Source: an optimization exercise on an open RTL-to-GDS flow (aim: small area and a short achievable clock period). Production flows keep margins and buffers that such runs may drop. No functional check of the RTL was part of this run.

`config.mk`:
```
export PLATFORM = sky130hd
export DESIGN_NAME = DOUBLY_PIPELINE
export DESIGN_NICKNAME = DOUBLY_PIPELINE
export VERILOG_FILES = /design/flow/design.v
export SDC_FILE = /design/flow/constraint.sdc
export NUM_CORES = 4
export LEC_CHECK = 0
export CAP_MARGIN = 20
export CORE_MARGIN = 2
export CORE_UTILIZATION = 40
export CTS_CLUSTER_DIAMETER = 200
export CTS_CLUSTER_SIZE = 25
export SLEW_MARGIN = 20
```
`constraint.sdc`:
```
create_clock -name core_clock -period 22.0 [get_ports {clk}]
set_input_delay 4.4000 -clock core_clock [delete_from_list [all_inputs] [get_ports {clk}]]
set_output_delay 4.4000 -clock core_clock [all_outputs]
set_load 0.01 [all_outputs]
```
`design.v`:
```
module DOUBLY_PIPELINE(clk,xi,yi,r,ang,xf,yf);
input signed [15:0] xi,yi;
input clk;
output signed [15:0] r,ang;
output signed [15:0] xf,yf;
reg signed [15:6] xr, yr;   
reg signed [15:0] a2,a3,a4,a5,a6,a7,a8;
reg signed [15:0] b2,b3,b4,b5,b6,b7;
reg        t2;
reg [1:0]  t3;
reg [2:0]  t4;
reg [3:0]  t5;
reg [4:0]  t6;
reg [5:0]  t7;
reg [5:0]  t8;
reg signed [15:0] x2,x3,x4,x5,x6,x7,x8;
reg signed [15:0] y2,y3,y4,y5,y6,y7,y8;
reg signed [15:0] r_q, xf_q, yf_q;
reg [13:0] ang_q;
reg svn2, svn3, svn4, svn5, svn6;         
reg dxn1, dxn2, dxn3, dxn4, dxn5, dxn6;   
wire [15:0] sc_r, sc_x, sc_y;
scale16 u_sr(.v(a8), .q(sc_r));
scale16 u_sx(.v(x8), .q(sc_x));
scale16 u_sy(.v(y8), .q(sc_y));
wire signed [15:0] a1, b1;
wire c_a1, c_b1;
wire [5:0] a1lo_n, b1lo_n; wire ca_n, cb_n;
add6_skl u_a1lo(.a(xi[5:0]), .b(yi[5:0]), .cin(1'b0), .s(a1lo_n), .cout(ca_n));
add6_skl u_b1lo(.a(yi[5:0]), .b(~xi[5:0]), .cin(1'b1), .s(b1lo_n), .cout(cb_n));
reg [5:0] a1lo, b1lo; reg ca, cb;
wire [9:0] a1hi, b1hi;
add10_skl u_a1hi(.a(xr[15:6]), .b(yr[15:6]), .cin(ca), .s(a1hi), .cout(c_a1));
add10_skl u_b1hi(.a(yr[15:6]), .b(~xr[15:6]), .cin(cb), .s(b1hi), .cout(c_b1));
assign a1 = {a1hi, a1lo};
assign b1 = {b1hi, b1lo};
wire signed [15:0] sh_a2 = b1 >>> 1;
wire [15:0] n_a2; wire co_a2;
add_skl16 u_a2(.a(a1), .b(sh_a2 ^ {16{b1[15]}}), .cin(b1[15]), .s(n_a2), .cout(co_a2));
wire signed [15:0] sh_b2 = a1 >>> 1;
wire [15:0] n_b2; wire co_b2;
add_skl16 u_b2(.a(b1), .b(sh_b2 ^ {16{~b1[15]}}), .cin(~b1[15]), .s(n_b2), .cout(co_b2));
wire signed [15:0] sh_x2 = b1 >>> 1;
wire [15:0] n_x2; wire co_x2;
add_skl16 u_x2(.a(a1), .b(sh_x2 ^ {16{~dxn1}}), .cin(~dxn1), .s(n_x2), .cout(co_x2));
wire signed [15:0] sh_y2 = a1 >>> 1;
wire [15:0] n_y2; wire co_y2;
add_skl16 u_y2(.a(b1), .b(sh_y2 ^ {16{~t3[0]}}), .cin(~t3[0]), .s(n_y2), .cout(co_y2));
wire signed [15:0] sh_a3 = b2 >>> 2;
wire [15:0] n_a3; wire co_a3;
add_skl10 u_a3(.a(a2), .b(sh_a3 ^ {16{b2[15]}}), .cin(b2[15]), .s(n_a3), .cout(co_a3));
wire signed [15:0] sh_b3 = a2 >>> 2;
wire [15:0] n_b3; wire co_b3;
add_skl10 u_b3(.a(b2), .b(sh_b3 ^ {16{svn2}}), .cin(svn2), .s(n_b3), .cout(co_b3));
wire signed [15:0] sh_a4 = b3 >>> 3;
wire [15:0] n_a4; wire co_a4;
add_skl8 u_a4(.a(a3), .b(sh_a4 ^ {16{b3[15]}}), .cin(b3[15]), .s(n_a4), .cout(co_a4));
wire signed [15:0] sh_b4 = a3 >>> 3;
wire [15:0] n_b4; wire co_b4;
add_skl10 u_b4(.a(b3), .b(sh_b4 ^ {16{svn3}}), .cin(svn3), .s(n_b4), .cout(co_b4));
wire signed [15:0] sh_a5 = b4 >>> 4;
wire [15:0] n_a5; wire co_a5;
add_skl8 u_a5(.a(a4), .b(sh_a5 ^ {16{b4[15]}}), .cin(b4[15]), .s(n_a5), .cout(co_a5));
wire signed [15:0] sh_b5 = a4 >>> 4;
wire [15:0] n_b5; wire co_b5;
add_skl10 u_b5(.a(b4), .b(sh_b5 ^ {16{svn4}}), .cin(svn4), .s(n_b5), .cout(co_b5));
wire signed [15:0] sh_a6 = b5 >>> 5;
wire [15:0] n_a6; wire co_a6;
add_skl8 u_a6(.a(a5), .b(sh_a6 ^ {16{b5[15]}}), .cin(b5[15]), .s(n_a6), .cout(co_a6));
wire signed [15:0] sh_b6 = a5 >>> 5;
wire [15:0] n_b6; wire co_b6;
add_skl10 u_b6(.a(b5), .b(sh_b6 ^ {16{svn5}}), .cin(svn5), .s(n_b6), .cout(co_b6));
wire signed [15:0] sh_a7 = b6 >>> 6;
wire [15:0] n_a7; wire co_a7;
add_skl8 u_a7(.a(a6), .b(sh_a7 ^ {16{b6[15]}}), .cin(b6[15]), .s(n_a7), .cout(co_a7));
wire signed [15:0] sh_b7 = a6 >>> 6;
wire [15:0] n_b7; wire co_b7;
add_skl10 u_b7(.a(b6), .b(sh_b7 ^ {16{svn6}}), .cin(svn6), .s(n_b7), .cout(co_b7));
wire signed [15:0] sh_a8 = b7 >>> 7;
wire [15:0] n_a8; wire co_a8;
add_skl8 u_a8(.a(a7), .b(sh_a8 ^ {16{b7[15]}}), .cin(b7[15]), .s(n_a8), .cout(co_a8));
wire signed [15:0] sh_x3 = y2 >>> 2;
wire [15:0] n_x3; wire co_x3;
add_skl10 u_x3(.a(x2), .b(sh_x3 ^ {16{~dxn2}}), .cin(~dxn2), .s(n_x3), .cout(co_x3));
wire signed [15:0] sh_y3 = x2 >>> 2;
wire [15:0] n_y3; wire co_y3;
add_skl10 u_y3(.a(y2), .b(sh_y3 ^ {16{~t4[1]}}), .cin(~t4[1]), .s(n_y3), .cout(co_y3));
wire signed [15:0] sh_x4 = y3 >>> 3;
wire [15:0] n_x4; wire co_x4;
add_skl10 u_x4(.a(x3), .b(sh_x4 ^ {16{~dxn3}}), .cin(~dxn3), .s(n_x4), .cout(co_x4));
wire signed [15:0] sh_y4 = x3 >>> 3;
wire [15:0] n_y4; wire co_y4;
add_skl10 u_y4(.a(y3), .b(sh_y4 ^ {16{~t5[2]}}), .cin(~t5[2]), .s(n_y4), .cout(co_y4));
wire signed [15:0] sh_x5 = y4 >>> 4;
wire [15:0] n_x5; wire co_x5;
add_skl10 u_x5(.a(x4), .b(sh_x5 ^ {16{~dxn4}}), .cin(~dxn4), .s(n_x5), .cout(co_x5));
wire signed [15:0] sh_y5 = x4 >>> 4;
wire [15:0] n_y5; wire co_y5;
add_skl10 u_y5(.a(y4), .b(sh_y5 ^ {16{~t6[3]}}), .cin(~t6[3]), .s(n_y5), .cout(co_y5));
wire signed [15:0] sh_x6 = y5 >>> 5;
wire [15:0] n_x6; wire co_x6;
add_skl10 u_x6(.a(x5), .b(sh_x6 ^ {16{~dxn5}}), .cin(~dxn5), .s(n_x6), .cout(co_x6));
wire signed [15:0] sh_y6 = x5 >>> 5;
wire [15:0] n_y6; wire co_y6;
add_skl10 u_y6(.a(y5), .b(sh_y6 ^ {16{~t7[4]}}), .cin(~t7[4]), .s(n_y6), .cout(co_y6));
wire signed [15:0] sh_x7 = y6 >>> 6;
wire [15:0] n_x7; wire co_x7;
add_skl10 u_x7(.a(x6), .b(sh_x7 ^ {16{~dxn6}}), .cin(~dxn6), .s(n_x7), .cout(co_x7));
wire signed [15:0] sh_y7 = x6 >>> 6;
wire [15:0] n_y7; wire co_y7;
add_skl10 u_y7(.a(y6), .b(sh_y7 ^ {16{~t8[5]}}), .cin(~t8[5]), .s(n_y7), .cout(co_y7));
wire signed [15:0] sh_x8 = y7 >>> 7;
wire [15:0] n_x8; wire co_x8;
add_skl8 u_x8(.a(x7), .b(sh_x8 ^ {16{1'b1}}), .cin(1'b1), .s(n_x8), .cout(co_x8));
wire signed [15:0] sh_y8 = x7 >>> 7;
wire [15:0] n_y8; wire co_y8;
add_skl8 u_y8(.a(y7), .b(sh_y8 ^ {16{1'b0}}), .cin(1'b0), .s(n_y8), .cout(co_y8));
wire [13:0] ang_half = 14'd4928 - (t8[0] ? 14'd2657 : 14'd0) - (t8[1] ? 14'd1404 : 14'd0)
                     - (t8[2] ? 14'd713 : 14'd0) - (t8[3] ? 14'd358 : 14'd0)
                     - (t8[4] ? 14'd179 : 14'd0) - (t8[5] ? 14'd89 : 14'd0);
always @(posedge clk) begin
  xr <= xi[15:6];
  yr <= yi[15:6];
  a1lo <= a1lo_n; b1lo <= b1lo_n; ca <= ca_n; cb <= cb_n;
  a2 <= n_a2; b2 <= n_b2;
  a3 <= n_a3; b3 <= n_b3;
  a4 <= n_a4; b4 <= n_b4;
  a5 <= n_a5; b5 <= n_b5;
  a6 <= n_a6; b6 <= n_b6;
  a7 <= n_a7; b7 <= n_b7;
  a8 <= n_a8;
  t2 <= b1[15];
  t3 <= {b2[15], t2};
  t4 <= {b3[15], t3};
  t5 <= {b4[15], t4};
  t6 <= {b5[15], t5};
  t7 <= {b6[15], t6};
  t8 <= t7;
  x2 <= n_x2; y2 <= n_y2;
  x3 <= n_x3; y3 <= n_y3;
  x4 <= n_x4; y4 <= n_y4;
  x5 <= n_x5; y5 <= n_y5;
  x6 <= n_x6; y6 <= n_y6;
  x7 <= n_x7; y7 <= n_y7;
  x8 <= n_x8; y8 <= n_y8;
  r_q   <= sc_r;
  xf_q  <= sc_x;
  yf_q  <= sc_y;
  ang_q <= ang_half;
  svn2 <= ~n_b2[15];
  svn3 <= ~n_b3[15];
  svn4 <= ~n_b4[15];
  svn5 <= ~n_b5[15];
  svn6 <= ~n_b6[15];
  dxn1 <= ~t2;
  dxn2 <= ~t3[1];
  dxn3 <= ~t4[2];
  dxn4 <= ~t5[3];
  dxn5 <= ~t6[4];
  dxn6 <= ~t7[5];
end
assign r = r_q;
assign xf = xf_q;
assign yf = yf_q;
assign ang = {ang_q[13], ang_q, 1'b0};
endmodule
module add10_skl(input [9:0] a, b, input cin, output [9:0] s, output cout);
wire [9:0] p = a ^ b; wire [9:0] g = a & b;
wire gg0 = g[0] | (p[0] & cin);
wire gg1 = g[2] | (p[2] & g[1]); wire pp1 = p[2] & p[1];
wire gg2 = g[4] | (p[4] & g[3]); wire pp2 = p[4] & p[3];
wire gg3 = g[6] | (p[6] & g[5]); wire pp3 = p[6] & p[5];
wire gg4 = g[8] | (p[8] & g[7]); wire pp4 = p[8] & p[7];
wire gg5 = g[1] | (p[1] & gg0);
wire gg6 = gg1 | (pp1 & gg0);
wire gg7 = g[5] | (p[5] & gg2); wire pp7 = p[5] & pp2;
wire gg8 = gg3 | (pp3 & gg2); wire pp8 = pp3 & pp2;
wire gg9 = g[9] | (p[9] & gg4); wire pp9 = p[9] & pp4;
wire gg10 = g[3] | (p[3] & gg6);
wire gg11 = gg2 | (pp2 & gg6);
wire gg12 = gg7 | (pp7 & gg6);
wire gg13 = gg8 | (pp8 & gg6);
wire gg14 = g[7] | (p[7] & gg13);
wire gg15 = gg4 | (pp4 & gg13);
wire gg16 = gg9 | (pp9 & gg13);
assign s[0] = p[0] ^ cin;
assign s[1] = p[1] ^ gg0;
assign s[2] = p[2] ^ gg5;
assign s[3] = p[3] ^ gg6;
assign s[4] = p[4] ^ gg10;
assign s[5] = p[5] ^ gg11;
assign s[6] = p[6] ^ gg12;
assign s[7] = p[7] ^ gg13;
assign s[8] = p[8] ^ gg14;
assign s[9] = p[9] ^ gg15;
assign cout = gg16;
endmodule
module add6_skl(input [5:0] a, b, input cin, output [5:0] s, output cout);
wire [5:0] p = a ^ b; wire [5:0] g = a & b;
wire gg0 = g[0] | (p[0] & cin);
wire gg1 = g[2] | (p[2] & g[1]); wire pp1 = p[2] & p[1];
wire gg2 = g[4] | (p[4] & g[3]); wire pp2 = p[4] & p[3];
wire gg3 = g[1] | (p[1] & gg0);
wire gg4 = gg1 | (pp1 & gg0);
wire gg5 = g[5] | (p[5] & gg2); wire pp5 = p[5] & pp2;
wire gg6 = g[3] | (p[3] & gg4);
wire gg7 = gg2 | (pp2 & gg4);
wire gg8 = gg5 | (pp5 & gg4);
assign s[0] = p[0] ^ cin;
assign s[1] = p[1] ^ gg0;
assign s[2] = p[2] ^ gg3;
assign s[3] = p[3] ^ gg4;
assign s[4] = p[4] ^ gg6;
assign s[5] = p[5] ^ gg7;
assign cout = gg8;
endmodule
module add_skl10(input [15:0] a, b, input cin, output [15:0] s, output cout);
wire [15:0] p = a ^ b; wire [15:0] g = a & b;
wire gg0 = g[0] | (p[0] & cin);
wire gg1 = g[2] | (p[2] & g[1]); wire pp1 = p[2] & p[1];
wire gg2 = g[4] | (p[4] & g[3]); wire pp2 = p[4] & p[3];
wire gg3 = g[6] | (p[6] & g[5]); wire pp3 = p[6] & p[5];
wire gg4 = g[8] | (p[8] & g[7]); wire pp4 = p[8] & p[7];
wire gg5 = g[1] | (p[1] & gg0);
wire gg6 = gg1 | (pp1 & gg0);
wire gg7 = g[5] | (p[5] & gg2); wire pp7 = p[5] & pp2;
wire gg8 = gg3 | (pp3 & gg2); wire pp8 = pp3 & pp2;
wire gg9 = g[9] | (p[9] & gg4); wire pp9 = p[9] & pp4;
wire gg10 = g[3] | (p[3] & gg6);
wire gg11 = gg2 | (pp2 & gg6);
wire gg12 = gg7 | (pp7 & gg6);
wire gg13 = gg8 | (pp8 & gg6);
wire gg14 = g[7] | (p[7] & gg13);
wire gg15 = gg4 | (pp4 & gg13);
wire gg16 = gg9 | (pp9 & gg13);
assign s[0] = p[0] ^ cin;
assign s[1] = p[1] ^ gg0;
assign s[2] = p[2] ^ gg5;
assign s[3] = p[3] ^ gg6;
assign s[4] = p[4] ^ gg10;
assign s[5] = p[5] ^ gg11;
assign s[6] = p[6] ^ gg12;
assign s[7] = p[7] ^ gg13;
assign s[8] = p[8] ^ gg14;
assign s[9] = p[9] ^ gg15;
wire [16:10] c; assign c[10] = gg16;
assign s[10] = a[10]^b[10]^c[10]; assign c[11] = (a[10]&b[10]) | (c[10]&(a[10]^b[10]));
assign s[11] = a[11]^b[11]^c[11]; assign c[12] = (a[11]&b[11]) | (c[11]&(a[11]^b[11]));
assign s[12] = a[12]^b[12]^c[12]; assign c[13] = (a[12]&b[12]) | (c[12]&(a[12]^b[12]));
assign s[13] = a[13]^b[13]^c[13]; assign c[14] = (a[13]&b[13]) | (c[13]&(a[13]^b[13]));
assign s[14] = a[14]^b[14]^c[14]; assign c[15] = (a[14]&b[14]) | (c[14]&(a[14]^b[14]));
assign s[15] = a[15]^b[15]^c[15]; assign c[16] = (a[15]&b[15]) | (c[15]&(a[15]^b[15]));
assign cout = c[16];
endmodule
module add_skl16(input [15:0] a, b, input cin, output [15:0] s, output cout);
wire [15:0] p = a ^ b; wire [15:0] g = a & b;
wire gg0 = g[0] | (p[0] & cin);
wire gg1 = g[2] | (p[2] & g[1]); wire pp1 = p[2] & p[1];
wire gg2 = g[4] | (p[4] & g[3]); wire pp2 = p[4] & p[3];
wire gg3 = g[6] | (p[6] & g[5]); wire pp3 = p[6] & p[5];
wire gg4 = g[8] | (p[8] & g[7]); wire pp4 = p[8] & p[7];
wire gg5 = g[10] | (p[10] & g[9]); wire pp5 = p[10] & p[9];
wire gg6 = g[12] | (p[12] & g[11]); wire pp6 = p[12] & p[11];
wire gg7 = g[14] | (p[14] & g[13]); wire pp7 = p[14] & p[13];
wire gg8 = g[1] | (p[1] & gg0);
wire gg9 = gg1 | (pp1 & gg0);
wire gg10 = g[5] | (p[5] & gg2); wire pp10 = p[5] & pp2;
wire gg11 = gg3 | (pp3 & gg2); wire pp11 = pp3 & pp2;
wire gg12 = g[9] | (p[9] & gg4); wire pp12 = p[9] & pp4;
wire gg13 = gg5 | (pp5 & gg4); wire pp13 = pp5 & pp4;
wire gg14 = g[13] | (p[13] & gg6); wire pp14 = p[13] & pp6;
wire gg15 = gg7 | (pp7 & gg6); wire pp15 = pp7 & pp6;
wire gg16 = g[3] | (p[3] & gg9);
wire gg17 = gg2 | (pp2 & gg9);
wire gg18 = gg10 | (pp10 & gg9);
wire gg19 = gg11 | (pp11 & gg9);
wire gg20 = g[11] | (p[11] & gg13); wire pp20 = p[11] & pp13;
wire gg21 = gg6 | (pp6 & gg13); wire pp21 = pp6 & pp13;
wire gg22 = gg14 | (pp14 & gg13); wire pp22 = pp14 & pp13;
wire gg23 = gg15 | (pp15 & gg13); wire pp23 = pp15 & pp13;
wire gg24 = g[7] | (p[7] & gg19);
wire gg25 = gg4 | (pp4 & gg19);
wire gg26 = gg12 | (pp12 & gg19);
wire gg27 = gg13 | (pp13 & gg19);
wire gg28 = gg20 | (pp20 & gg19);
wire gg29 = gg21 | (pp21 & gg19);
wire gg30 = gg22 | (pp22 & gg19);
wire gg31 = gg23 | (pp23 & gg19);
wire gg32 = g[15] | (p[15] & gg31);
assign s[0] = p[0] ^ cin;
assign s[1] = p[1] ^ gg0;
assign s[2] = p[2] ^ gg8;
assign s[3] = p[3] ^ gg9;
assign s[4] = p[4] ^ gg16;
assign s[5] = p[5] ^ gg17;
assign s[6] = p[6] ^ gg18;
assign s[7] = p[7] ^ gg19;
assign s[8] = p[8] ^ gg24;
assign s[9] = p[9] ^ gg25;
assign s[10] = p[10] ^ gg26;
assign s[11] = p[11] ^ gg27;
assign s[12] = p[12] ^ gg28;
assign s[13] = p[13] ^ gg29;
assign s[14] = p[14] ^ gg30;
assign s[15] = p[15] ^ gg31;
assign cout = gg32;
endmodule
module add_skl8(input [15:0] a, b, input cin, output [15:0] s, output cout);
wire [15:0] p = a ^ b; wire [15:0] g = a & b;
wire gg0 = g[0] | (p[0] & cin);
wire gg1 = g[2] | (p[2] & g[1]); wire pp1 = p[2] & p[1];
wire gg2 = g[4] | (p[4] & g[3]); wire pp2 = p[4] & p[3];
wire gg3 = g[6] | (p[6] & g[5]); wire pp3 = p[6] & p[5];
wire gg4 = g[1] | (p[1] & gg0);
wire gg5 = gg1 | (pp1 & gg0);
wire gg6 = g[5] | (p[5] & gg2); wire pp6 = p[5] & pp2;
wire gg7 = gg3 | (pp3 & gg2); wire pp7 = pp3 & pp2;
wire gg8 = g[3] | (p[3] & gg5);
wire gg9 = gg2 | (pp2 & gg5);
wire gg10 = gg6 | (pp6 & gg5);
wire gg11 = gg7 | (pp7 & gg5);
wire gg12 = g[7] | (p[7] & gg11);
assign s[0] = p[0] ^ cin;
assign s[1] = p[1] ^ gg0;
assign s[2] = p[2] ^ gg4;
assign s[3] = p[3] ^ gg5;
assign s[4] = p[4] ^ gg8;
assign s[5] = p[5] ^ gg9;
assign s[6] = p[6] ^ gg10;
assign s[7] = p[7] ^ gg11;
wire [16:8] c; assign c[8] = gg12;
assign s[8] = a[8]^b[8]^c[8]; assign c[9] = (a[8]&b[8]) | (c[8]&(a[8]^b[8]));
assign s[9] = a[9]^b[9]^c[9]; assign c[10] = (a[9]&b[9]) | (c[9]&(a[9]^b[9]));
assign s[10] = a[10]^b[10]^c[10]; assign c[11] = (a[10]&b[10]) | (c[10]&(a[10]^b[10]));
assign s[11] = a[11]^b[11]^c[11]; assign c[12] = (a[11]&b[11]) | (c[11]&(a[11]^b[11]));
assign s[12] = a[12]^b[12]^c[12]; assign c[13] = (a[12]&b[12]) | (c[12]&(a[12]^b[12]));
assign s[13] = a[13]^b[13]^c[13]; assign c[14] = (a[13]&b[13]) | (c[13]&(a[13]^b[13]));
assign s[14] = a[14]^b[14]^c[14]; assign c[15] = (a[14]&b[14]) | (c[14]&(a[14]^b[14]));
assign s[15] = a[15]^b[15]^c[15]; assign c[16] = (a[15]&b[15]) | (c[15]&(a[15]^b[15]));
assign cout = c[16];
endmodule
module scale16(input [15:0] v, output [15:0] q);
wire [15:0] nv = ~v;
wire fs0 = v[13] ^ v[7]; wire fc0 = v[13] & v[7];
wire fs1 = v[14] ^ v[8] ^ v[5]; wire fc1 = (v[14] & v[8]) | (v[14] & v[5]) | (v[8] & v[5]);
wire fs2 = nv[12] ^ nv[10]; wire fc2 = nv[12] & nv[10];
wire fs3 = v[9] ^ v[6] ^ nv[15]; wire fc3 = (v[9] & v[6]) | (v[9] & nv[15]) | (v[6] & nv[15]);
wire fs4 = v[13] ^ v[11] ^ v[3]; wire fc4 = (v[13] & v[11]) | (v[13] & v[3]) | (v[11] & v[3]);
wire fs5 = v[10] ^ v[7] ^ nv[14]; wire fc5 = (v[10] & v[7]) | (v[10] & nv[14]) | (v[7] & nv[14]);
wire fs6 = nv[12] ^ nv[4]; wire fc6 = nv[12] & nv[4];
wire fs7 = v[15] ^ v[11] ^ v[8]; wire fc7 = (v[15] & v[11]) | (v[15] & v[8]) | (v[11] & v[8]);
wire fs8 = v[13] ^ v[5] ^ v[3]; wire fc8 = (v[13] & v[5]) | (v[13] & v[3]) | (v[5] & v[3]);
wire fs9 = v[12] ^ v[9] ^ nv[14]; wire fc9 = (v[12] & v[9]) | (v[12] & nv[14]) | (v[9] & nv[14]);
wire fs10 = nv[6] ^ nv[4]; wire fc10 = nv[6] & nv[4];
wire fs11 = v[15] ^ v[13] ^ v[10]; wire fc11 = (v[15] & v[13]) | (v[15] & v[10]) | (v[13] & v[10]);
wire fs12 = v[14] ^ v[11] ^ v[0]; wire fc12 = (v[14] & v[11]) | (v[14] & v[0]) | (v[11] & v[0]);
wire fs13 = v[12] ^ v[1]; wire fc13 = v[12] & v[1];
wire fs14 = v[13] ^ v[2] ^ v[0]; wire fc14 = (v[13] & v[2]) | (v[13] & v[0]) | (v[2] & v[0]);
wire fs15 = v[14] ^ v[3] ^ v[1]; wire fc15 = (v[14] & v[3]) | (v[14] & v[1]) | (v[3] & v[1]);
wire fs16 = v[15] ^ nv[11]; wire fc16 = v[15] & nv[11];
wire fs17 = v[4] ^ v[2] ^ nv[15]; wire fc17 = (v[4] & v[2]) | (v[4] & nv[15]) | (v[2] & nv[15]);
wire fs18 = v[5] ^ v[3]; wire fc18 = v[5] & v[3];
wire fs19 = v[6] ^ v[4]; wire fc19 = v[6] & v[4];
wire fs20 = v[11] ^ v[5] ^ v[2]; wire fc20 = (v[11] & v[5]) | (v[11] & v[2]) | (v[5] & v[2]);
wire fs21 = v[12] ^ v[6] ^ v[3]; wire fc21 = (v[12] & v[6]) | (v[12] & v[3]) | (v[6] & v[3]);
wire fs22 = nv[10] ^ nv[8]; wire fc22 = nv[10] & nv[8];
wire fs23 = fs0 ^ v[4] ^ nv[11]; wire fc23 = (fs0 & v[4]) | (fs0 & nv[11]) | (v[4] & nv[11]);
wire fs24 = v[9] ^ v[1] ^ v[15]; wire fc24 = (v[9] & v[1]) | (v[9] & v[15]) | (v[1] & v[15]);
wire fs25 = fc0 ^ fs1 ^ fs2; wire fc25 = (fc0 & fs1) | (fc0 & fs2) | (fs1 & fs2);
wire fs26 = v[2] ^ v[0] ^ ~1'b1; wire fc26 = (v[2] & v[0]) | (v[2] & ~1'b1) | (v[0] & ~1'b1);
wire fs27 = fc1 ^ fc2 ^ fs3; wire fc27 = (fc1 & fc2) | (fc1 & fs3) | (fc2 & fs3);
wire fs28 = fs4 ^ v[1] ^ ~1'b1; wire fc28 = (fs4 & v[1]) | (fs4 & ~1'b1) | (v[1] & ~1'b1);
wire fs29 = fc3 ^ fs5 ^ fs6; wire fc29 = (fc3 & fs5) | (fc3 & fs6) | (fs5 & fs6);
wire fs30 = fc4 ^ v[2] ^ ~1'b1; wire fc30 = (fc4 & v[2]) | (fc4 & ~1'b1) | (v[2] & ~1'b1);
wire fs31 = fc5 ^ fc6 ^ fs7; wire fc31 = (fc5 & fc6) | (fc5 & fs7) | (fc6 & fs7);
wire fs32 = fs8 ^ v[0] ^ ~1'b1; wire fc32 = (fs8 & v[0]) | (fs8 & ~1'b1) | (v[0] & ~1'b1);
wire fs33 = fc7 ^ fs9 ^ fs10; wire fc33 = (fc7 & fs9) | (fc7 & fs10) | (fs9 & fs10);
wire fs34 = fc8 ^ v[1] ^ ~1'b1; wire fc34 = (fc8 & v[1]) | (fc8 & ~1'b1) | (v[1] & ~1'b1);
wire fs35 = fc9 ^ fc10 ^ fs11; wire fc35 = (fc9 & fc10) | (fc9 & fs11) | (fc10 & fs11);
wire fs36 = v[7] ^ v[5] ^ v[2]; wire fc36 = (v[7] & v[5]) | (v[7] & v[2]) | (v[5] & v[2]);
wire fs37 = fc11 ^ fs12 ^ nv[8]; wire fc37 = (fc11 & fs12) | (fc11 & nv[8]) | (fs12 & nv[8]);
wire fs38 = v[6] ^ v[3] ^ ~1'b1; wire fc38 = (v[6] & v[3]) | (v[6] & ~1'b1) | (v[3] & ~1'b1);
wire fs39 = fc12 ^ fs13 ^ nv[15]; wire fc39 = (fc12 & fs13) | (fc12 & nv[15]) | (fs13 & nv[15]);
wire fs40 = v[9] ^ v[7] ^ v[4]; wire fc40 = (v[9] & v[7]) | (v[9] & v[4]) | (v[7] & v[4]);
wire fs41 = fc13 ^ fs14 ^ nv[10]; wire fc41 = (fc13 & fs14) | (fc13 & nv[10]) | (fs14 & nv[10]);
wire fs42 = v[8] ^ v[5] ^ ~1'b1; wire fc42 = (v[8] & v[5]) | (v[8] & ~1'b1) | (v[5] & ~1'b1);
wire fs43 = fc14 ^ fs15 ^ fs16; wire fc43 = (fc14 & fs15) | (fc14 & fs16) | (fs15 & fs16);
wire fs44 = v[9] ^ v[6] ^ ~1'b1; wire fc44 = (v[9] & v[6]) | (v[9] & ~1'b1) | (v[6] & ~1'b1);
wire fs45 = fc15 ^ fc16 ^ fs17; wire fc45 = (fc15 & fc16) | (fc15 & fs17) | (fc16 & fs17);
wire fs46 = v[12] ^ v[10] ^ v[7]; wire fc46 = (v[12] & v[10]) | (v[12] & v[7]) | (v[10] & v[7]);
wire fs47 = fc17 ^ fs18 ^ nv[13]; wire fc47 = (fc17 & fs18) | (fc17 & nv[13]) | (fs18 & nv[13]);
wire fs48 = v[11] ^ v[8] ^ ~1'b1; wire fc48 = (v[11] & v[8]) | (v[11] & ~1'b1) | (v[8] & ~1'b1);
wire fs49 = fc18 ^ fs19 ^ nv[14]; wire fc49 = (fc18 & fs19) | (fc18 & nv[14]) | (fs19 & nv[14]);
wire fs50 = v[12] ^ v[9] ^ ~1'b1; wire fc50 = (v[12] & v[9]) | (v[12] & ~1'b1) | (v[9] & ~1'b1);
wire fs51 = fc19 ^ v[15] ^ v[7]; wire fc51 = (fc19 & v[15]) | (fc19 & v[7]) | (v[15] & v[7]);
wire fs52 = nv[5] ^ v[13] ^ v[10]; wire fc52 = (nv[5] & v[13]) | (nv[5] & v[10]) | (v[13] & v[10]);
wire fs53 = v[8] ^ v[6] ^ nv[14]; wire fc53 = (v[8] & v[6]) | (v[8] & nv[14]) | (v[6] & nv[14]);
wire fs54 = nv[11] ^ 1'b1; wire fc54 = nv[11] & 1'b1;
wire fs55 = v[15] ^ v[9] ^ v[7]; wire fc55 = (v[15] & v[9]) | (v[15] & v[7]) | (v[9] & v[7]);
wire fs56 = v[10] ^ v[8]; wire fc56 = v[10] & v[8];
wire fs57 = v[11] ^ v[9]; wire fc57 = v[11] & v[9];
wire fs58 = fs20 ^ nv[9]; wire fc58 = fs20 & nv[9];
wire fs59 = fc20 ^ fs21 ^ fs22; wire fc59 = (fc20 & fs21) | (fc20 & fs22) | (fs21 & fs22);
wire fs60 = fc21 ^ fc22 ^ fs23; wire fc60 = (fc21 & fc22) | (fc21 & fs23) | (fc22 & fs23);
wire fs61 = fc23 ^ fs25 ^ ~fc24; wire fc61 = (fc23 & fs25) | (fc23 & ~fc24) | (fs25 & ~fc24);
wire fs62 = fc25 ^ fs27 ^ ~fc26; wire fc62 = (fc25 & fs27) | (fc25 & ~fc26) | (fs27 & ~fc26);
wire fs63 = fc27 ^ fs29 ^ ~fc28; wire fc63 = (fc27 & fs29) | (fc27 & ~fc28) | (fs29 & ~fc28);
wire fs64 = fc29 ^ fs31 ^ ~fc30; wire fc64 = (fc29 & fs31) | (fc29 & ~fc30) | (fs31 & ~fc30);
wire fs65 = fc31 ^ fs33 ^ ~fc32; wire fc65 = (fc31 & fs33) | (fc31 & ~fc32) | (fs33 & ~fc32);
wire fs66 = fc33 ^ fs35 ^ ~fc34; wire fc66 = (fc33 & fs35) | (fc33 & ~fc34) | (fs35 & ~fc34);
wire fs67 = fc35 ^ fs37 ^ ~fc36; wire fc67 = (fc35 & fs37) | (fc35 & ~fc36) | (fs37 & ~fc36);
wire fs68 = fc37 ^ fs39 ^ ~fc38; wire fc68 = (fc37 & fs39) | (fc37 & ~fc38) | (fs39 & ~fc38);
wire fs69 = fc39 ^ fs41 ^ ~fc40; wire fc69 = (fc39 & fs41) | (fc39 & ~fc40) | (fs41 & ~fc40);
wire fs70 = fc41 ^ fs43 ^ ~fc42; wire fc70 = (fc41 & fs43) | (fc41 & ~fc42) | (fs43 & ~fc42);
wire fs71 = fc43 ^ fs45 ^ ~fc44; wire fc71 = (fc43 & fs45) | (fc43 & ~fc44) | (fs45 & ~fc44);
wire fs72 = fc45 ^ fs47 ^ ~fc46; wire fc72 = (fc45 & fs47) | (fc45 & ~fc46) | (fs47 & ~fc46);
wire fs73 = fc47 ^ fs49 ^ ~fc48; wire fc73 = (fc47 & fs49) | (fc47 & ~fc48) | (fs49 & ~fc48);
wire fs74 = fc49 ^ fs51 ^ ~fc50; wire fc74 = (fc49 & fs51) | (fc49 & ~fc50) | (fs51 & ~fc50);
wire fs75 = fc51 ^ fs53 ^ fs54; wire fc75 = (fc51 & fs53) | (fc51 & fs54) | (fs53 & fs54);
wire fs76 = fc53 ^ fc54 ^ fs55; wire fc76 = (fc53 & fc54) | (fc53 & fs55) | (fc54 & fs55);
wire fs77 = fc55 ^ fs56 ^ nv[13]; wire fc77 = (fc55 & fs56) | (fc55 & nv[13]) | (fs56 & nv[13]);
wire fs78 = fc56 ^ fs57 ^ nv[14]; wire fc78 = (fc56 & fs57) | (fc56 & nv[14]) | (fs57 & nv[14]);
wire fs79 = fc57 ^ v[15] ^ v[12]; wire fc79 = (fc57 & v[15]) | (fc57 & v[12]) | (v[15] & v[12]);
wire fs80 = v[13] ^ v[11]; wire fc80 = v[13] & v[11];
wire fs81 = v[14] ^ v[12]; wire fc81 = v[14] & v[12];
wire fs82 = fs58 ^ nv[7]; wire fc82 = fs58 & nv[7];
wire fs83 = fc58 ^ fs59 ^ nv[0]; wire fc83 = (fc58 & fs59) | (fc58 & nv[0]) | (fs59 & nv[0]);
wire fs84 = fc59 ^ fs60 ^ ~fs24; wire fc84 = (fc59 & fs60) | (fc59 & ~fs24) | (fs60 & ~fs24);
wire fs85 = fc60 ^ fs61 ^ ~fs26; wire fc85 = (fc60 & fs61) | (fc60 & ~fs26) | (fs61 & ~fs26);
wire fs86 = fc61 ^ fs62 ^ ~fs28; wire fc86 = (fc61 & fs62) | (fc61 & ~fs28) | (fs62 & ~fs28);
wire fs87 = fc62 ^ fs63 ^ ~fs30; wire fc87 = (fc62 & fs63) | (fc62 & ~fs30) | (fs63 & ~fs30);
wire fs88 = fc63 ^ fs64 ^ ~fs32; wire fc88 = (fc63 & fs64) | (fc63 & ~fs32) | (fs64 & ~fs32);
wire fs89 = fc64 ^ fs65 ^ ~fs34; wire fc89 = (fc64 & fs65) | (fc64 & ~fs34) | (fs65 & ~fs34);
wire fs90 = fc65 ^ fs66 ^ ~fs36; wire fc90 = (fc65 & fs66) | (fc65 & ~fs36) | (fs66 & ~fs36);
wire fs91 = fc66 ^ fs67 ^ ~fs38; wire fc91 = (fc66 & fs67) | (fc66 & ~fs38) | (fs67 & ~fs38);
wire fs92 = fc67 ^ fs68 ^ ~fs40; wire fc92 = (fc67 & fs68) | (fc67 & ~fs40) | (fs68 & ~fs40);
wire fs93 = fc68 ^ fs69 ^ ~fs42; wire fc93 = (fc68 & fs69) | (fc68 & ~fs42) | (fs69 & ~fs42);
wire fs94 = fc69 ^ fs70 ^ ~fs44; wire fc94 = (fc69 & fs70) | (fc69 & ~fs44) | (fs70 & ~fs44);
wire fs95 = fc70 ^ fs71 ^ ~fs46; wire fc95 = (fc70 & fs71) | (fc70 & ~fs46) | (fs71 & ~fs46);
wire fs96 = fc71 ^ fs72 ^ ~fs48; wire fc96 = (fc71 & fs72) | (fc71 & ~fs48) | (fs72 & ~fs48);
wire fs97 = fc72 ^ fs73 ^ ~fs50; wire fc97 = (fc72 & fs73) | (fc72 & ~fs50) | (fs73 & ~fs50);
wire fs98 = fc73 ^ fs74 ^ ~fs52; wire fc98 = (fc73 & fs74) | (fc73 & ~fs52) | (fs74 & ~fs52);
wire fs99 = fc74 ^ fs75 ^ ~fc52; wire fc99 = (fc74 & fs75) | (fc74 & ~fc52) | (fs75 & ~fc52);
wire fs100 = fc75 ^ fs76 ^ nv[12]; wire fc100 = (fc75 & fs76) | (fc75 & nv[12]) | (fs76 & nv[12]);
wire fs101 = fc76 ^ fs77 ^ 1'b1; wire fc101 = (fc76 & fs77) | (fc76 & 1'b1) | (fs77 & 1'b1);
wire fs102 = fc77 ^ fs78 ^ 1'b1; wire fc102 = (fc77 & fs78) | (fc77 & 1'b1) | (fs78 & 1'b1);
wire fs103 = fc78 ^ fs79 ^ v[10]; wire fc103 = (fc78 & fs79) | (fc78 & v[10]) | (fs79 & v[10]);
wire fs104 = fc79 ^ fs80 ^ 1'b1; wire fc104 = (fc79 & fs80) | (fc79 & 1'b1) | (fs80 & 1'b1);
wire fs105 = fc80 ^ fs81 ^ 1'b1; wire fc105 = (fc80 & fs81) | (fc80 & 1'b1) | (fs81 & 1'b1);
wire fs106 = fc81 ^ v[13] ^ nv[15]; wire fc106 = (fc81 & v[13]) | (fc81 & nv[15]) | (v[13] & nv[15]);
wire fs107 = v[14] ^ 1'b1; wire fc107 = v[14] & 1'b1;
wire [27:0] ra = {1'b1, fc107, fc106, fc105, fc104, fc103, fc102, fc101, fc100, fc99, fc98, fc97, fc96, fc95, fc94, fc93, fc92, fc91, fc90, fc89, fc88, fc87, fc86, fc85, fc84, fc83, fc82, fs82};
wire [27:0] rb = {1'b0, nv[15], fs107, fs106, fs105, fs104, fs103, fs102, fs101, fs100, fs99, fs98, fs97, fs96, fs95, fs94, fs93, fs92, fs91, fs90, fs89, fs88, fs87, fs86, fs85, fs84, fs83, 1'b1};
wire [27:0] rs; wire rco;
scale16_fin u_fin(.a(ra), .b(rb), .cin(1'b0), .s(rs), .cout(rco));
assign q = rs[27:12];
endmodule
module scale16_fin(input [27:0] a, b, input cin, output [27:0] s, output cout);
wire [27:0] p = a ^ b; wire [27:0] g = a & b;
wire gg0 = g[0] | (p[0] & cin);
wire gg1 = g[2] | (p[2] & g[1]); wire pp1 = p[2] & p[1];
wire gg2 = g[4] | (p[4] & g[3]); wire pp2 = p[4] & p[3];
wire gg3 = g[6] | (p[6] & g[5]); wire pp3 = p[6] & p[5];
wire gg4 = g[8] | (p[8] & g[7]); wire pp4 = p[8] & p[7];
wire gg5 = g[10] | (p[10] & g[9]); wire pp5 = p[10] & p[9];
wire gg6 = g[12] | (p[12] & g[11]); wire pp6 = p[12] & p[11];
wire gg7 = g[14] | (p[14] & g[13]); wire pp7 = p[14] & p[13];
wire gg8 = g[16] | (p[16] & g[15]); wire pp8 = p[16] & p[15];
wire gg9 = g[18] | (p[18] & g[17]); wire pp9 = p[18] & p[17];
wire gg10 = g[20] | (p[20] & g[19]); wire pp10 = p[20] & p[19];
wire gg11 = g[22] | (p[22] & g[21]); wire pp11 = p[22] & p[21];
wire gg12 = g[24] | (p[24] & g[23]); wire pp12 = p[24] & p[23];
wire gg13 = g[26] | (p[26] & g[25]); wire pp13 = p[26] & p[25];
wire gg14 = gg1 | (pp1 & gg0);
wire gg15 = gg3 | (pp3 & gg2); wire pp15 = pp3 & pp2;
wire gg16 = gg5 | (pp5 & gg4); wire pp16 = pp5 & pp4;
wire gg17 = gg7 | (pp7 & gg6); wire pp17 = pp7 & pp6;
wire gg18 = gg9 | (pp9 & gg8); wire pp18 = pp9 & pp8;
wire gg19 = gg11 | (pp11 & gg10); wire pp19 = pp11 & pp10;
wire gg20 = gg13 | (pp13 & gg12); wire pp20 = pp13 & pp12;
wire gg21 = gg15 | (pp15 & gg14);
wire gg22 = gg17 | (pp17 & gg16); wire pp22 = pp17 & pp16;
wire gg23 = gg19 | (pp19 & gg18); wire pp23 = pp19 & pp18;
wire gg24 = gg22 | (pp22 & gg21);
wire gg25 = gg23 | (pp23 & gg24);
wire gg26 = gg16 | (pp16 & gg21);
wire gg27 = gg18 | (pp18 & gg24);
wire gg28 = gg20 | (pp20 & gg25);
wire gg29 = gg2 | (pp2 & gg14);
wire gg30 = gg4 | (pp4 & gg21);
wire gg31 = gg6 | (pp6 & gg26);
wire gg32 = gg8 | (pp8 & gg24);
wire gg33 = gg10 | (pp10 & gg27);
wire gg34 = gg12 | (pp12 & gg25);
wire gg35 = g[1] | (p[1] & gg0);
wire gg36 = g[3] | (p[3] & gg14);
wire gg37 = g[5] | (p[5] & gg29);
wire gg38 = g[7] | (p[7] & gg21);
wire gg39 = g[9] | (p[9] & gg30);
wire gg40 = g[11] | (p[11] & gg26);
wire gg41 = g[13] | (p[13] & gg31);
wire gg42 = g[15] | (p[15] & gg24);
wire gg43 = g[17] | (p[17] & gg32);
wire gg44 = g[19] | (p[19] & gg27);
wire gg45 = g[21] | (p[21] & gg33);
wire gg46 = g[23] | (p[23] & gg25);
wire gg47 = g[25] | (p[25] & gg34);
wire gg48 = g[27] | (p[27] & gg28);
assign s[0] = p[0] ^ cin;
assign s[1] = p[1] ^ gg0;
assign s[2] = p[2] ^ gg35;
assign s[3] = p[3] ^ gg14;
assign s[4] = p[4] ^ gg36;
assign s[5] = p[5] ^ gg29;
assign s[6] = p[6] ^ gg37;
assign s[7] = p[7] ^ gg21;
assign s[8] = p[8] ^ gg38;
assign s[9] = p[9] ^ gg30;
assign s[10] = p[10] ^ gg39;
assign s[11] = p[11] ^ gg26;
assign s[12] = p[12] ^ gg40;
assign s[13] = p[13] ^ gg31;
assign s[14] = p[14] ^ gg41;
assign s[15] = p[15] ^ gg24;
assign s[16] = p[16] ^ gg42;
assign s[17] = p[17] ^ gg32;
assign s[18] = p[18] ^ gg43;
assign s[19] = p[19] ^ gg27;
assign s[20] = p[20] ^ gg44;
assign s[21] = p[21] ^ gg33;
assign s[22] = p[22] ^ gg45;
assign s[23] = p[23] ^ gg25;
assign s[24] = p[24] ^ gg46;
assign s[25] = p[25] ^ gg34;
assign s[26] = p[26] ^ gg47;
assign s[27] = p[27] ^ gg28;
assign cout = gg48;
endmodule
```
`flow/run.sh`:
```
#!/bin/bash
set -euo pipefail
export BUFFER_PORTS_ARGS="-buffer_cell sky130_fd_sc_hd__buf_2"
export SETUP_SLACK_MARGIN=16.5
bash standard.sh > standard_flow.log 2>&1
```
`standard.sh`:
```
#!/bin/bash
# synth_recipe.tcl (not shown) runs the flow's synth.tcl, then flattens the netlist and writes it again
# the make line also repeats each setting of config.mk as NAME=value (left out here)
make -C /OpenROAD-flow-scripts/flow DESIGN_CONFIG=/design/flow/config.mk WORK_HOME=/design/flow/orfs CLKGATE_MAP_FILE= SYNTH_SCRIPT=/design/flow/synth_recipe.tcl "${@:-finish}"
```
==> summary.txt <==
==> worst min path at each step <==
stage,depth (start not counted),from,endpoint
after floorplan,0,t4[0]$_DFF_P_,t5[0]$_DFF_P_
after global placement,0,t7[3]$_DFF_P_,t8[3]$_DFF_P_
after detailed placement,0,t7[3]$_DFF_P_,t8[3]$_DFF_P_
after CTS,0,t6[2]$_DFF_P_,t7[2]$_DFF_P_
after global routing,0,t6[2]$_DFF_P_,t7[2]$_DFF_P_
final,0,t6[2]$_DFF_P_,t7[2]$_DFF_P_
==> cell usage after synthesis, drive strengths merged (2+ instances only) <==
cell type | number | area (um^2)
or3 | 4 | 25.0
o21ai | 45 | 225
a311oi | 3 | 26.3
a211o | 2 | 18.8
o21bai | 29 | 218
inv | 895 | 3360
a21oi | 114 | 571
o2111ai | 4 | 41.3
nand2b | 37 | 231
ha | 506 | 6330
o211ai | 3 | 27.5
o41ai | 5 | 51.3
a31o | 3 | 26.3
and2 | 7 | 47.6
or2 | 18 | 113
a2111oi | 4 | 61.3
nand4 | 4 | 25.0
nand3 | 11 | 55.1
dfxtp | 556 | 11100
nand2 | 44 | 165
clkbuf | 16 | 60.1
buf | 21 | 91.3
and3 | 8 | 55.1
nor2 | 112 | 420
a31oi | 19 | 119
o21a | 46 | 345
and4 | 3 | 26.3
mux2 | 11 | 124
o21ba | 6 | 60.1
o22a | 2 | 18.8
nor2b | 41 | 257
xor2 | 209 | 1830
nor4 | 2 | 12.5
a21boi | 4 | 30.0
fa | 454 | 9090
a41oi | 3 | 26.3
xnor2 | 316 | 2770
a211oi | 7 | 65.1
o211a | 2 | 20.0
nand3b | 3 | 22.5
nor3 | 53 | 265
a21o | 58 | 437
nor3b | 2 | 15.0
o31ai | 2 | 15.0
a2111o | 2 | 22.5
==> placed cells by master (no fill, tap or decap), drive strengths merged, types with 4 or more instances in the layout <==
cell,count
xnor2,316
or3,4
ha,506
o2111ai,4
o21bai,29
o21a,46
nand2b,37
a31oi,19
buf,114
o21ba,6
nand3,11
o21ai,45
mux2,11
a211oi,7
clkbuf,27
a2111oi,4
o41ai,5
or2,18
and2,7
nor3,53
fa,454
a21oi,114
nor2b,41
and3,8
inv,891
nor2,112
a21boi,4
nand4,4
nand2,44
clkinvlp,5
dfxtp,556
a21o,58
xor2,209
==> through the flow <==
step           hold WS (ps)  instances  instance area [um^2]
2_1_floorplan           310       3708                 39100
3_3_place_gp            315       5046                 41100
3_5_place_dp            315       5046                 41100
4_1_cts                 327       5080                 41900
5_1_grt                 326       5089                 42200
6_report                323       5089                 42200
==> routing by layer <==
metal,share of wire (%),up-vias,global-route usage [%]
met4,1.7,0,2.51
li1,-,11500,-
met1,45,10600,18.3
met2,51,188,26.7
met5,0,-,0
met3,2.5,68,1.40
==> cell families (layout without fill, tap and decap cells) <==
kind of cell	count (synthesis)	in the layout
buffers and inverters	932	1037
AND/OR/NAND/NOR	351	351
multiplexers	11	11
XOR/XNOR	525	525
adder cells (fa/ha/maj)	960	960
other	1	1
flip-flops	556	556
AO/OA/AOI/OAI	372	372
==> area by class of cell <==
cell class	instances	area [um^2]	area share (%)
repair buffers	114	749	1.78
inverters	895	3390	8.04
clock buffers	27	676	1.60
multi-input cells	2220	24500	58.1
well taps	1276	1600	3.78
flip-flops and latches	556	11200	26.7
clock inverters	1	20.0	0.0475
==> timing repair <==
item                                    in CTS  in global routing
pin swaps                                    1                  8
gates cloned                                 0                  0
resized for setup                           50                 68
hold buffers                                 0                  0
endpoints found under the setup margin      63                 86
buffers inserted                             6                  9
==> flow_summary.ini <==
[sta]
min_period_ps = 5460
setup_viol = 0
relSlewSlack_pct = 35.1
fmax_ghz = 0.183
finalCritPeriodShare_pct = 24.8
fin_worst_skew_ps = 20.7
worstMarginPinSlew_ps = 971
fin_ws_ps = 16540
final-hold-violation-count = 0
grt_setup_unrepaired = yes
setup-tns-final_ps = 0
finalMaxSlewViolations = 0

[cts]
htree_levels = 1
clockBufferDepth = 3
clkTransAtPathRegs_ps = 110
insertion_delay_ps = 600
cts_inserted_buffers = 26
cts_sinks = 556
cts_tree = built
cts-root-buf = clkbuf_16

[placed_design]
hpwlAfterDp_um = 59600
port_buffers = 95
gp_congestion = 0.885
pre_cts_ws_ps = 16070

[grt]
grt_pass1_wl_um = 118000
overflow = 0
grt_pass1_vias = 24000
grt_usage_pct = 14.4
grt_max_degree = 30
antenna_found_initial = 0

[worst_setup_path]
critPathKind = flop to output port
worstPathCellList = buf_6
crit_required_ps = 17600
cp_num_cells = 1
r2r_end = r_q[14]$_DFF_P_
cp_top_family = flip-flops
worstSetupStartpoint = ang_q[13]$_DFF_P_
regToRegStartpoint = a8[6]$_DFF_P_
cp-start-kind = flop
critPathBufInv = 1
cp-end-kind = output port
crit_slowest_cell = dfxtp_2
crit_end = ang[14]
worstPathMaxFanout = 2
cp.arrival_ps = 1060
reg2reg_depth = 19
critPathMaxStageDelay_ps = 350
rrSetupSlack_ps = 16660

[routing]
drt_wl_total_um = 69500
num_vias = 22300
drt_iter0_drc = 536
wl_per_cell_um = 13.7
ant_nets = 0
dr.pass1.iters = 5
vias_per_cell = 4.39
drc_errors = 0

[synth]
syn_nets = 4701
ys_types = 72
ys_warn_count = 1
synth.area.mux_share_pct = 0.317
synth.yosys.seq_area_share_pct = 28.5
synth_top_family_by_area = adder cells
synth-simple-area-share_pct = 4.48
synthCells = 3708
ys_ff_latch = 556
synth-xor-area-share_pct = 11.8
synthesis.area_um2 = 39100
ys.flop_type = dfxtp_1
ys_async_sr_fraction_pct = 0
syn_avg_cell_area_um2 = 10.5
synth_fa_ha_area_share_pct = 39.5
synth-compound-area-share_pct = 6.47
synth_edf_count = 0

[run_status]
outcome = finished clean

[final_layout]
fin_util_pct = 43.6
nFillCells = 9301
fin_nets = 4806
antenna_cells = 0
layout-drive-gt1-share_pct = 7.16
area_growth_pct = 7.97

[die]
die_h_um = 317
rows = 114
chipWidth_um = 317
io_pins = 97
fp.coreArea_um2 = 96700
die-area_um2 = 100000
initial_core_util_pct = 40.4

[min_path]
hp-class = flop to flop

[job]
drv_cap = 0

==> separate check: timing with driven ports <==
The flow's constraints put no driver on any port. The routed layout listed below was extracted and timed again, unchanged, in two steps. Step 1 sets driving cells, clkbuf_16 on the clock port and buf_2 on the other inputs (assumed; they add their load-dependent delay and slew). Step 2 also shifts input and output timing later by t, the mid clock arrival at the registers, as if the neighbouring blocks saw the same clock. a / b / c = ideal ports / drivers / drivers and shift; a / b = the first two.
t (ns): 0.657
setup WS [ns]: 16.535 / 16.471 / 16.151
hold slack, ns: 0.323 / 0.323 / 0.323
After both steps setup and hold are still met in this run. The setup slack of this run moves by -0.064 ns with the drivers and by -0.384 ns with both steps.
